Source: an optimization exercise on an open RTL-to-GDS flow (aim: small area). Production flows keep margins and buffers that such runs may drop. Only simulation tests tie the RTL to the original design; equivalence was not proved. Power figures rest on the tool's default switching activity, not on a simulated workload.

[flow/config.mk]
export PLATFORM = sky130hd
export DESIGN_NAME = top
export DESIGN_NICKNAME = top
export VERILOG_FILES = /design/flow/design.v
export SDC_FILE = /design/flow/constraint.sdc
export NUM_CORES = 4
export LEC_CHECK = 0
export ABC_AREA = 1
export CAP_MARGIN = 20
export CORE_MARGIN = 2
export CORE_UTILIZATION = 40
export SLEW_MARGIN = 20
[flow/run.sh]
#!/bin/bash
# synth_recipe.tcl (not shown) runs the flow's synth.tcl, then flattens the netlist and writes it again
# the make line also repeats each setting of config.mk as NAME=value (left out here)
make -C /OpenROAD-flow-scripts/flow DESIGN_CONFIG=/design/flow/config.mk WORK_HOME=/design/flow/orfs CLKGATE_MAP_FILE= SYNTH_SCRIPT=/design/flow/synth_recipe.tcl finish
[flow/design.v]
module wam_debounce (
    input      clk,
    input      reset,
    input      raw,
    output reg pulse
);
    reg       s0, s1, lvl, lvl_d;
    reg [3:0] cnt;
    always @(posedge clk or posedge reset) begin
        if (reset) begin
            s0    <= 1'b0;
            s1    <= 1'b0;
            lvl   <= 1'b0;
            lvl_d <= 1'b0;
            pulse <= 1'b0;
            cnt   <= 4'd0;
        end else begin
            s0    <= raw;
            s1    <= s0;
            lvl_d <= lvl;
            pulse <= lvl & ~lvl_d;
            cnt   <= (s1 == lvl) ? 4'd0 : cnt + 4'd1;
            if (s1 != lvl && &cnt)
                lvl <= s1;
        end
    end
endmodule
module top (
    input        clk,
    input        reset,
    input        button_start,
    input        button_clear,
    input        button_difficulity,
    input        button_hammer,
    input  [4:0] swith,
    output [4:0] LED,
    output [6:0] seg,
    output [3:0] digit_select
);
    wire start_p, clear_p, diff_p, hammer_p;
    wam_debounce u_db_start (.clk(clk), .reset(reset), .raw(button_start),       .pulse(start_p));
    wam_debounce u_db_clear (.clk(clk), .reset(reset), .raw(button_clear),       .pulse(clear_p));
    wam_debounce u_db_diff  (.clk(clk), .reset(reset), .raw(button_difficulity), .pulse(diff_p));
    wam_debounce u_db_ham   (.clk(clk), .reset(reset), .raw(button_hammer),      .pulse(hammer_p));
    reg [1:0] dl;
    always @(posedge clk or posedge reset) begin
        if (reset)       dl <= 2'd0;
        else if (diff_p) dl <= (dl == 2'd2) ? 2'd0 : dl + 2'd1;
    end
    reg [9:0] R;
    always @(posedge clk or posedge reset) begin
        if (reset) R <= 10'd4;
        else       R <= (R == 10'd799) ? 10'd0 : R + 10'd1;
    end
    wire       tick = (R == 10'd203) || (R == 10'd603);
    wire [1:0] sel  = R[4:3];
    localparam [1:0] S_IDLE = 2'd0, S_CD = 2'd1, S_PLAY = 2'd2, S_GO = 2'd3;
    reg [1:0] state, prev;
    reg [1:0] diff_reg;
    reg       clr_cd, clr_gt, clr_sc;
    reg [2:0] cd;
    reg [4:0] gt;
    reg [7:0] score;
    reg [7:0] disp_l, disp_r;
    wire en_cd = (prev == S_CD);
    wire E     = (prev == S_PLAY);
    reg [1:0] nstate;
    always @(*) begin
        nstate = state;
        case (state)
            S_IDLE: if (start_p) nstate = S_CD;
            S_CD:   if (cd >= 3'd5) nstate = S_PLAY;
            S_PLAY: if (gt >= 5'd30) nstate = S_GO; else if (start_p) nstate = S_CD;
            S_GO:   if (start_p) nstate = S_CD;
        endcase
    end
    reg [7:0] left_bcd;
    always @(*) begin
        case (gt)
            5'd0:  left_bcd = 8'h30;
            5'd1:  left_bcd = 8'h29;
            5'd2:  left_bcd = 8'h28;
            5'd3:  left_bcd = 8'h27;
            5'd4:  left_bcd = 8'h26;
            5'd5:  left_bcd = 8'h25;
            5'd6:  left_bcd = 8'h24;
            5'd7:  left_bcd = 8'h23;
            5'd8:  left_bcd = 8'h22;
            5'd9:  left_bcd = 8'h21;
            5'd10: left_bcd = 8'h20;
            5'd11: left_bcd = 8'h19;
            5'd12: left_bcd = 8'h18;
            5'd13: left_bcd = 8'h17;
            5'd14: left_bcd = 8'h16;
            5'd15: left_bcd = 8'h15;
            5'd16: left_bcd = 8'h14;
            5'd17: left_bcd = 8'h13;
            5'd18: left_bcd = 8'h12;
            5'd19: left_bcd = 8'h11;
            5'd20: left_bcd = 8'h10;
            5'd21: left_bcd = 8'h09;
            5'd22: left_bcd = 8'h08;
            5'd23: left_bcd = 8'h07;
            5'd24: left_bcd = 8'h06;
            5'd25: left_bcd = 8'h05;
            5'd26: left_bcd = 8'h04;
            5'd27: left_bcd = 8'h03;
            5'd28: left_bcd = 8'h02;
            5'd29: left_bcd = 8'h01;
            default: left_bcd = 8'h00;
        endcase
    end
    always @(posedge clk or posedge reset) begin
        if (reset) begin
            state    <= S_IDLE;
            prev     <= S_IDLE;
            diff_reg <= 2'd0;
            clr_cd   <= 1'b1;
            clr_gt   <= 1'b1;
            clr_sc   <= 1'b1;
            disp_l   <= 8'd0;
            disp_r   <= 8'd0;
        end else begin
            state <= nstate;
            prev  <= state;
            if ((state == S_IDLE || state == S_GO) && diff_p)
                diff_reg <= dl;
            case (state)
                S_IDLE: begin
                    clr_cd <= 1'b1; clr_gt <= 1'b1; clr_sc <= 1'b1;
                    disp_l <= 8'd0;
                    disp_r <= {6'd0, diff_reg};
                end
                S_CD: begin
                    clr_cd <= (prev != S_CD) | start_p;
                    clr_gt <= 1'b1; clr_sc <= 1'b1;
                    disp_l <= 8'd0;
                    disp_r <= (cd < 3'd5) ? {5'd0, 3'd5 - cd} : 8'd0;
                end
                S_PLAY: begin
                    clr_cd <= start_p;
                    clr_gt <= (prev != S_PLAY) | clear_p | start_p;
                    clr_sc <= clear_p | start_p;
                    disp_l <= left_bcd;
                    disp_r <= score;
                end
                default: begin
                    clr_cd <= 1'b0;
                    clr_gt <= clear_p;
                    clr_sc <= clear_p;
                    disp_l <= 8'd0;
                    disp_r <= score;
                end
            endcase
        end
    end
    always @(posedge clk or posedge reset) begin
        if (reset) begin
            cd <= 3'd0;
            gt <= 5'd0;
        end else begin
            if (clr_cd)           cd <= 3'd0;
            else if (tick & en_cd) cd <= cd + 3'd1;
            if (clr_gt)           gt <= 5'd0;
            else if (tick & E)    gt <= gt + 5'd1;
        end
    end
    reg [15:0] lfsr;
    reg [2:0]  rn;
    wire fb = lfsr[15] ^ lfsr[13] ^ lfsr[12] ^ lfsr[10];
    always @(posedge clk or posedge reset) begin
        if (reset) begin
            lfsr <= 16'hACE1;
            rn   <= 3'd0;
        end else begin
            lfsr <= {lfsr[14:0], fb};
            if (E) rn <= lfsr[2:0];
        end
    end
    reg [4:0] rn_led;
    always @(*) begin
        case (rn)
            3'd0: rn_led = 5'b00001;
            3'd1: rn_led = 5'b00010;
            3'd2, 3'd5: rn_led = 5'b00100;
            3'd3, 3'd6: rn_led = 5'b01000;
            default: rn_led = 5'b10000;
        endcase
    end
    reg [4:0]  mole_led;
    reg [4:0]  sw_prev, sed;
    reg        hv, hit_pulse, st;
    reg [10:0] tcnt;
    wire has = |mole_led;
    reg [10:0] lim;
    always @(*) begin
        case (diff_reg)
            2'd0:    lim = 11'd1200;
            2'd1:    lim = 11'd800;
            default: lim = 11'd400;
        endcase
    end
    wire to   = (tcnt == lim);
    wire load = E & (~has | to);
    wire [4:0] led_n = ~E ? 5'd0 : (~has | to) ? rn_led : hv ? 5'd0 : mole_led;
    always @(posedge clk or posedge reset) begin
        if (reset) begin
            mole_led  <= 5'd0;
            sw_prev   <= 5'd0;
            sed       <= 5'd0;
            hv        <= 1'b0;
            hit_pulse <= 1'b0;
            st        <= 1'b0;
            tcnt      <= 11'd0;
        end else begin
            mole_led  <= led_n;
            sw_prev   <= swith;
            sed       <= (hammer_p | ~has) ? 5'd0 : sed | (mole_led & (swith ^ sw_prev));
            hv        <= hammer_p & |(sed & mole_led & led_n);
            hit_pulse <= E & has & ~to & hv;
            st        <= load;
            tcnt      <= (~E | st) ? 11'd0 : tcnt + 11'd1;
        end
    end
    always @(posedge clk or posedge reset) begin
        if (reset) begin
            score <= 8'd0;
        end else if (clr_sc) begin
            score <= 8'd0;
        end else if (E & hit_pulse & (score != 8'h99)) begin
            if (score[3:0] == 4'd9) score <= {score[7:4] + 4'd1, 4'd0};
            else                    score[3:0] <= score[3:0] + 4'd1;
        end
    end
    assign LED = mole_led;
    reg [3:0] nib;
    reg [3:0] an;
    always @(*) begin
        case (sel)
            2'd0: begin nib = disp_l[3:0]; an = 4'b1110; end
            2'd1: begin nib = disp_l[7:4]; an = 4'b1101; end
            2'd2: begin nib = disp_r[3:0]; an = 4'b1011; end
            default: begin nib = disp_r[7:4]; an = 4'b0111; end
        endcase
    end
    reg [6:0] sg;
    always @(*) begin
        case (nib)
            4'd0: sg = 7'b1000000;
            4'd1: sg = 7'b1111001;
            4'd2: sg = 7'b0100100;
            4'd3: sg = 7'b0110000;
            4'd4: sg = 7'b0011001;
            4'd5: sg = 7'b0010010;
            4'd6: sg = 7'b0000010;
            4'd7: sg = 7'b1111000;
            4'd8: sg = 7'b0000000;
            4'd9: sg = 7'b0010000;
            default: sg = 7'b1111111;
        endcase
    end
    assign seg = sg;
    assign digit_select = an;
endmodule
[flow/constraint.sdc]
create_clock -name core_clock -period 10.0 [get_ports {clk}]
set_input_delay 2.0000 -clock core_clock [delete_from_list [all_inputs] [get_ports {clk}]]
set_output_delay 2.0000 -clock core_clock [all_outputs]
set_load 0.01 [all_outputs]
==> results of run 1 <==
[placed cells by master (no fill, tap or decap), types with 5 or more instances in the layout]
cell type / count
a21oi_1: 36
o21a_1: 6
ha_1: 29
nor2_1: 78
nor3b_1: 5
inv_1: 105
clkbuf_16: 17
or2_2: 5
nand4_1: 9
xor2_1: 6
nand3_1: 48
xnor2_1: 10
dfstp_2: 12
inv_6: 6
clkdlybuf4s50_1: 26
dfrtp_1: 123
o21ai_0: 46
nor3_1: 14
nand2_1: 108
[cell type report]
cell class              count  area (um2)
multi-input cells         436        2404
clock buffers              19       452.9
flip-flops and latches    135        3393
repair buffers             27       267.8
inverters                 111       424.2
well taps                 211       264.0
clock inverters            13       157.7
fillers                  1395        7895
[Yosys cell counts]
master and n:
a311oi_1 1, clkbuf_1 1, or2_2 5, o31ai_1 2, o21a_1 6, buf_4 2
nor3b_2 3, nor3_2 1, nor2_1 78, dfstp_2 12, a22oi_1 1, nor3b_1 5
buf_2 2, nor2_2 2, nand2_1 108, o22ai_1 1, a21boi_0 1, inv_2 4
nand3_1 48, dfrtp_1 123, nand2_2 3, o21ai_1 2, o221ai_1 2, o21bai_1 1
a31oi_1 2, a21oi_1 36, o21ai_4 1, nor3_1 14, ha_1 29, or2_1 1
nand2_4 4, o21ai_2 3, nor2_4 2, clkinv_4 1, a21oi_2 1, nand4_1 9
xnor2_1 10, xor2_1 6, and3_1 1, inv_1 106, o311ai_0 1, o21ai_0 46
buf_1 1
[power by group]
group / internal, mW / total, mW / switching (mW)
sequential: 0.553 / 0.558 / 0.00418
clock: 0.388 / 0.638 / 0.250
combinational: 0.00817 / 0.0239 / 0.0157
[through the flow]
stage,utilization (%),power (mW),worst slack [ns]
after floorplan,-,0.5824,4.409
after global placement,44.26,0.5912,5.827
after detailed placement,44.26,0.5927,5.671
after CTS,48.26,1.240,5.196
after global routing,48.26,1.269,4.974
final,48.26,1.220,5.210
[layer usage]
layer	share of wire, %	up-vias	track usage, %	wire, um
li1	-	2298	-	-
met1	48	2203	19.16	5315
met2	46	81	23.87	5172
met3	3.9	20	4.624	436
met4	1.8	0	5.818	199
met5	0	-	0	0
[worst max-delay path by stage]
stage                         to  cells after the start
after global routing      seg[4]                     10
final                     seg[4]                     10
after detailed placement  seg[4]                     10
after CTS                 seg[4]                     10
after floorplan             R[0]                      1
after global placement    seg[4]                     10
[kinds of logic after synthesis]
family / count (synthesis)
compound gates: 107
xor+xnor: 16
fa+ha+maj: 29
buf+inv: 117
flops: 135
simple gates: 284
[critical path: cells and delay by family, from the launching register on]
kind / cells / cell delay, ns
buffers and inverters: 3 / 0.83
DFF: 1 / 0.57
and+or+nand+nor: 2 / 0.21
adders and majority gates: 1 / 0.22
AOI/OAI and AO/OA: 4 / 0.55
==> flow_summary.ini, run 1 <==
[synth]
synth-simple-area-share_pct = 20.68
synth_compound_area_share_pct = 9.728
synth_cell_types = 43
synth_seq_cells = 135
synthXorXnorAreaFrac_pct = 2.242
avgSynthCellArea_um2 = 9.086
synth_top_family_by_area = simple AND/OR/NAND/NOR gates
synth_fp_nets = 728
muxShareOfSynthArea_pct = 0
synth_area_leader_cell = dfrtp_1
syn_area_um2 = 6251
yosys-top-cells-area = dfrtp_1 49%, nand2_1 6.5%, inv_1 6.4%
ys_seq_area_share_pct = 54.28
synth_adder_area_share_pct = 5.805
synthCells = 688
yosys_warnings = 2
synth_top_area_share_pct = 49.24

[route]
dr.first_iter.drc_count = 296
wl_per_cell_um = 11.68
detail-route-antenna-nets = 0
vias_per_cell = 4.834
dr.pass1.iters = 4
drt-total-wl_um = 11120
num_vias = 4602
drcViolationCount = 0

[power]
p_leak_nw = 3.533
power_density_nw_per_um2 = 165.7
ir_drop_mv = 0.1229

[critical_path]
timing.critical_path.cells = inv_1 > nand3_1 > nand3_1 > o21ai_2 > inv_1 > ha_1 > o21ai_0 > a21oi_1 > a21oi_1 > clkdlybuf4s50_1
r2r_cells = 13
slowest_delay_ns = 0.57
critPathArrivalTime_ns = 2.79
worstSetupPathType = reg2out
required_ns = 8.00
critPathSlowestCell = dfrtp_1
startpoint_type = register
startpoint = R[3]
r2r_slack_ns = 8.27
r2r_start = tcnt[0]
rr_endpoint = hv
worstSetupEndpointType = output pin
path_max_fanout = 9

[grt]
grt_pass1_wl_um = 19910
grt_pass1_vias = 4482
grt.total_usage_pct = 14.94
grt_max_degree = 76
grt_overflow_total = 0
antenna_found_initial = 0

[worst_hold_path]
holdPathStages = 0
min_to = lfsr[4]
min_from = lfsr[3]
hold_path.class = reg2reg

[finish]
stdcell_area_um2 = 7363
antenna_cells = 0
largest_register_ffs = 16
final_nets = 768
layout-drive-gt1-share_pct = 10.26
area_growth_pct = 17.79
stdcell_count = 952
largest_registers = lfsr: 16 flops, tcnt: 11 flops, R: 10 flops
largest-register = lfsr

[floorplanning]
rows = 45
die_area_um2 = 16640
fp.dieW_um = 129.0
initial_utilization_pct = 40.97
ioPinCount = 27
die_y_um = 129.0
core_region_area_um2 = 15260

[placed_design]
gp_congestion = 0.8632
placed_cell_area_um2 = 6753
dpl.hpwl_um = 7883
dp_cells = 920
io_buffers = 26

[timing]
period_needed_ns = 4.790
final_hold_viol_count = 0
drv_slew = 0
slew_headroom_pct = 39.17
tightest_slew_ns = 0.9125
fmax_ghz = 0.2088
fin_tns_setup_ns = 0
grt_setup_unrepaired = no
fin_crit_sh_pct = 47.90
setup_violations = 0
finalClockSkew_ns = 0.007779
whs_ns = 0.3439

[run_status]
status = timing/DRC/antenna clean

[cts]
numCtsBuffers = 17
clock_latency_ns = 0.42
ctsResizeCount = 0
path_clk_slew_ns = 0.06
clock-sinks = 135
hold_buffers = 0
cts.path.max_buffers = 2
htree_levels = 4
cts_tree = done
cts_setup_buffers = 0
clockRootBuffer = clkbuf_16

[run]
max_cap_viol_count = 0
==> inputs of run 2 (changes only) <==
--- a/flow/config.mk
+++ b/flow/config.mk
@@ -5,7 +5,6 @@
 export SDC_FILE = /design/flow/constraint.sdc
 export NUM_CORES = 4
 export LEC_CHECK = 0
-export ABC_AREA = 1
 export CAP_MARGIN = 20
 export CORE_MARGIN = 2
 export CORE_UTILIZATION = 40
==> flow_summary.ini, run 2 <==
[run_status]
status = timing/DRC/antenna clean

[critical_path]
timing.critical_path.cells = mux4_2 > ha_1 > nand2b_1 > o21ai_0 > a21oi_1 > clkdlybuf4s50_1
endpoint = seg[3]
rr_endpoint = gt[4]
r2r_cells = 6
path_max_fanout = 12
worstSetupPathType = reg2out
critPathSlowestCell = mux4_2
worstSetupEndpointType = output pin
r2r_slack_ns = 7.74
required_ns = 8.00
slowest_delay_ns = 0.63
critPathArrivalTime_ns = 2.92
r2r_start = R[0]
startpoint = R[3]
startpoint_type = register

[cts]
clock_latency_ns = 0.41
cts_setup_buffers = 0
clockRootBuffer = clkbuf_16
clock-sinks = 135
ctsResizeCount = 0
path_clk_slew_ns = 0.06
cts_tree = done
numCtsBuffers = 17
hold_buffers = 0
htree_levels = 4
cts.path.max_buffers = 2

[synth]
ys_seq_area_share_pct = 55.68
yosys_warnings = 2
synth-async-reset-ratio_pct = 100.0
avgSynthCellArea_um2 = 11.20
synth_fp_nets = 584
synth_area_leader_cell = dfrtp_1
synth-edff-count = 0
yosysMostFrequentCell = dfrtp_1
synth_top_area_share_pct = 50.50
synthCells = 544
synth_seq_cells = 135
syn_area_um2 = 6095
yosys-top-cells-area = dfrtp_1 51%, ha_1 6.0%, dfstp_2 5.2%
synth-main-ff-cell = dfrtp_1
synth_cell_types = 51
synth.top_cells.by_count = 123 x dfrtp_1, 74 x nor2_1, 29 x ha_1

[floorplanning]
initial_utilization_pct = 40.54
die_y_um = 127.4
ioPinCount = 27
rows = 45
fp.dieW_um = 127.4
core_region_area_um2 = 15030
die_area_um2 = 16240

[finish]
final_common_cell = dfrtp_1
largest_registers = lfsr: 16 flops, tcnt: 11 flops, R: 10 flops
ff_latch_area_um2 = 3393
largest_register_ffs = 16
layout-drive-gt1-share_pct = 11.30
antenna_cells = 0
final_cell_mix = 123 x dfrtp_1, 74 x nor2_1, 29 x ha_1
final_nets = 620
multi_input_area_um2 = 2531
largest-register = lfsr
area_growth_pct = 17.45
fillers = 1315

[route]
vias_per_cell = 5.010
dr.pass1.iters = 4
wl_met1_um = 5127
drcViolationCount = 0
top_layer_used = met4
num_vias = 3913
drt-total-wl_um = 10660
dr.first_iter.drc_count = 161
wl_met3_um = 271
wl_met2_um = 5065
detail-route-antenna-nets = 0
wl_per_cell_um = 13.65

[placed_design]
io_buffers = 26
gp_congestion = 0.8377
dpl.hpwl_um = 7280

[timing]
setup_violations = 0
fin_crit_sh_pct = 49.21
final_hold_viol_count = 0
grt_setup_unrepaired = no
drv_slew = 0
tightest_slew_ns = 0.9074
fin_tns_setup_ns = 0
period_needed_ns = 4.921
fmax_ghz = 0.2032
slew_headroom_pct = 39.50
finalClockSkew_ns = 0.007996

[power]
p_total_mw = 1.321
p_leak_nw = 3.162
power_density_nw_per_um2 = 184.6
ir_drop_mv = 0.1296

[grt]
grt_max_degree = 74
grt_overflow_total = 0
antenna_found_initial = 0
grt_pass1_wl_um = 18670
grt_pass1_vias = 3961
grt.total_usage_pct = 14.36

[run]
max_cap_viol_count = 0

[worst_hold_path]
hold_path.class = reg2reg
## run 2: cell types whose count changed after synthesis, moves of 8 or more
cell / previous run / this run
a21oi_1: 36 / 27
inv_1: 106 / 27
mux2_2: 0 / 10
mux2i_1: 0 / 11
nand2_1: 108 / 27
nand2b_1: 0 / 8
nand3_1: 48 / 27
nor2b_1: 0 / 16
nor3_1: 14 / 4
o21ai_0: 46 / 21
xnor2_1: 10 / 21
xor2_1: 6 / 27
## run 2: power breakdown
part / total (mW) / switching (mW) / internal [mW]
clock network: 0.650 / 0.233 / 0.418
registers: 0.580 / 0.0137 / 0.567
logic: 0.0906 / 0.0569 / 0.0336
total: 1.32 / 0.303 / 1.02
## run 2: cells by family after synthesis
logic type / Yosys count / synth area share [%]
AND/OR/NAND/NOR: 200 / 16.51
flip-flops: 135 / 55.68
AO/OA/AOI/OAI: 71 / 7.617
XOR/XNOR: 48 / 6.898
buffers and inverters: 37 / 2.792
adder cells (fa/ha/maj): 30 / 6.118
multiplexers: 23 / 4.393
## run 2: metrics by stage
stage	cells	instance area, um2	hold slack, ns	utilization [%]	setup WS, ns
finish	781	7158	0.3490	47.62	5.079
global route	781	7158	0.3549	47.62	4.892
CTS	781	7158	0.3511	47.62	5.096
detailed placement	749	6531	0.3379	43.45	5.550
global placement	749	6531	0.3334	43.45	5.648
floorplan	544	6095	0.3312	-	4.409
## run 2: cell type report
cell class	instances	share of cell area [%]
timing repair buffer	27	3.741
tap	188	3.286
sequential	135	47.40
clock inverter	15	2.814
clock buffer	17	5.943
inverter	27	1.451
multi-input combinational	372	35.36
## run 2: worst min-delay path by stage
stage / start / endpoint / cells after the start
after floorplan: lfsr[3] / lfsr[4] / 0
after CTS: u_db_diff.s0 / u_db_diff.s1 / 0
after detailed placement: u_db_clear.s0 / u_db_clear.s1 / 0
final: u_db_diff.s0 / u_db_diff.s1 / 0
after global placement: u_db_clear.s0 / u_db_clear.s1 / 0
after global routing: u_db_clear.s0 / u_db_clear.s1 / 0
## run 2: routing by layer
| layer | vias to the layer above | track usage, % |
|---|---|---|
| li1 | 1921 | - |
| met3 | 20 | 3.769 |
| met5 | - | 0 |
| met1 | 1928 | 18.94 |
| met2 | 44 | 22.68 |
| met4 | 0 | 5.818 |
## run 2: worst max-delay path, delay by kind of cell, from the launching register on
kind / cells / cell delay (ns)
multiplexers: 1 / 0.63
flip-flops: 1 / 0.59
buffers and inverters: 1 / 0.57
AO/OA/AOI/OAI: 2 / 0.31
adder cells (fa/ha/maj): 1 / 0.31
AND/OR/NAND/NOR: 1 / 0.11

-- static timing again, ports no longer ideal --
Ports are ideal in the flow. The routed layouts listed here were re-timed in OpenROAD. Step 1, drivers: a clkbuf_16 drives clk and a buf_2 each remaining input, both assumed. Step 2 moves the port delays by t, midway between the first and last clock arrival at a register: inputs arrive t later, outputs are due t later. That takes back most of the time a late clock gives input paths. Slacks: ideal / step 1 / step 2; pairs: ideal / step 1.
run	t (ns)	setup WS [ns]	slew at the worst register clock pin (ns)
run 1	0.453	5.210 / 5.171 / 5.624	0.06 / 0.06
run 2	0.449	5.079 / 5.037 / 5.486	0.06 / 0.06
After both steps every run listed still meets setup and hold.
